From an optimization exercise on the open Yosys and OpenROAD flow, aimed at small area; shortcuts taken in it are not production practice.
Function was checked by simulation only, so behaviour that the tests miss may differ from the original.

==> 01-10 <==
Design top_module, start of the top module:
module top_module #(parameter N = 31, M = 31) (
  input signed [N:0] a, input signed [N:0] b, input signed [N:0] p, input signed [N:0] q,
  input clk, input rst, rst1,
  output signed [N:0] af, output signed [N:0] bf, output signed [N:0] pf, output signed [N:0] qf,
  output [M:0] output_angle_vec, output [M:0] output_angle_rot);
  wire vs0 = b[31];
  wire vx0s_1, vx0c_1;
  fadd u_vx0_1 (.a(a[0]), .b((b[0] ^ vs0)), .c(vs0), .s(vx0s_1), .co(vx0c_1));
  wire vx0s_2, vx0c_2;
  fadd u_vx0_2 (.a(a[1]), .b((b[1] ^ vs0)), .c(vx0c_1), .s(vx0s_2), .co(vx0c_2));
  wire vx0s_3, vx0c_3;
  fadd u_vx0_3 (.a(a[2]), .b((b[2] ^ vs0)), .c(vx0c_2), .s(vx0s_3), .co(vx0c_3));
  wire vx0s_4, vx0c_4;
  fadd u_vx0_4 (.a(a[3]), .b((b[3] ^ vs0)), .c(vx0c_3), .s(vx0s_4), .co(vx0c_4));
  wire vx0s_5, vx0c_5;
  fadd u_vx0_5 (.a(a[4]), .b((b[4] ^ vs0)), .c(vx0c_4), .s(vx0s_5), .co(vx0c_5));
  wire vx0s_6, vx0c_6;
  fadd u_vx0_6 (.a(a[5]), .b((b[5] ^ vs0)), .c(vx0c_5), .s(vx0s_6), .co(vx0c_6));
  wire vx0s_7, vx0c_7;
  fadd u_vx0_7 (.a(a[6]), .b((b[6] ^ vs0)), .c(vx0c_6), .s(vx0s_7), .co(vx0c_7));
  wire vx0s_8, vx0c_8;
  fadd u_vx0_8 (.a(a[7]), .b((b[7] ^ vs0)), .c(vx0c_7), .s(vx0s_8), .co(vx0c_8));
  wire vx0s_9, vx0c_9;
  fadd u_vx0_9 (.a(a[8]), .b((b[8] ^ vs0)), .c(vx0c_8), .s(vx0s_9), .co(vx0c_9));
  wire vx0s_10, vx0c_10;
  fadd u_vx0_10 (.a(a[9]), .b((b[9] ^ vs0)), .c(vx0c_9), .s(vx0s_10), .co(vx0c_10));
  wire vx0s_11 = a[10] ^ (b[10] ^ vs0);
  wire vx0c_12 = a[10] & (b[10] ^ vs0);
  wire vx0s_13, vx0c_13;
  fadd u_vx0_13 (.a(a[11]), .b((b[11] ^ vs0)), .c(vx0c_12), .s(vx0s_13), .co(vx0c_13));
  wire vx0s_14, vx0c_14;
  ...
Settings: LEC_CHECK=0, CAP_MARGIN=20, CORE_MARGIN=2, CORE_UTILIZATION=40, PLACE_DENSITY=0.6, SLEW_MARGIN=20, SYNTH_HIERARCHICAL=1; clock period 8.0 ns.
standard.sh (not shown) runs the stock make flow with config.mk's settings and CLKGATE_MAP_FILE= SYNTH_SCRIPT=/design/flow/synth_recipe.tcl, a recipe that flattens the netlist after the stock synthesis.
==> flow/flow/run.sh <==
#!/bin/bash
# Own flow: the standard layout (standard.sh, unchanged synthesis and steps), with
#  - port buffers made from the smallest buffer cell instead of clkdlybuf4s50_1, and
#  - the clock tree built without dummy loads and with larger leaf clusters.
# Every ORFS step writes its full log under orfs/logs/; this script's own output goes to
# run_flow.log in the work folder.
set -euo pipefail
exec > >(tee -a run_flow.log) 2>&1
export BUFFER_PORTS_ARGS="-buffer_cell sky130_fd_sc_hd__buf_1"
export CTS_ARGS="-sink_clustering_enable -repair_clock_nets -dont_use_dummy_load -buf_list sky130_fd_sc_hd__clkbuf_8 -sink_clustering_size 16 -sink_clustering_max_diameter 60"
bash standard.sh
==> 12-23 (differences from 01-10) <==
CORE_UTILIZATION = 55   (was 40)
PLACE_DENSITY = 0.7   (was 0.6)
==> impl_metrics.yaml <==
layout:
  clkCellAreaFrac_pct: 1.91
  drive_gt1_share_pct: 6.64
place:
  place_area_sq_um: 172000
global_routing:
  grt_pass1_vias: 97800
  use_met1_pct: 22.6
floorplan:
  die_w_microns: 641
outcome:
  status: "timing/DRC/antenna clean"
worst_setup_path:
  crit_required_ps: 8860
[end of results for 01-10]
==> impl_metrics.yaml <==
outcome:
  status: "timing/DRC/antenna clean"
global_routing:
  grt_use_met2_pct: 41.1
  use_met1_pct: 30.2
  grt_pass1_vias: 97800
layout:
  drive_gt1_share_pct: 6.14
  instances_no_fill: 17900
  clkCellAreaFrac_pct: 1.84
place:
  place_area_sq_um: 170000
  port-buffer-count: 320
  dp_cells: 17600
[end of results for 12-23]

==> static timing again, ports no longer ideal <==
No port has a modelled driver above. Below, the same layouts with a new extraction and two added sets of constraints. Step 1 sets driving cells, clkbuf_16 on the clock port and buf_2 on the other inputs (assumed; they add their load-dependent delay and slew). Step 2 also shifts input and output timing later by t, the mid clock arrival at the registers, as if the neighbouring blocks saw the same clock. Slacks: ideal ports / drivers / drivers and shift; pairs: ideal ports / drivers.
run	shift t [ns]	setup WS [ns]	worst register clock-pin slew, ns
01-10	1.150	0.332 / 0.332 / 0.332	0.10 / 0.10
12-23	1.098	0.246 / 0.246 / 0.246	0.11 / 0.11
After both steps setup and hold are still met in every run listed.
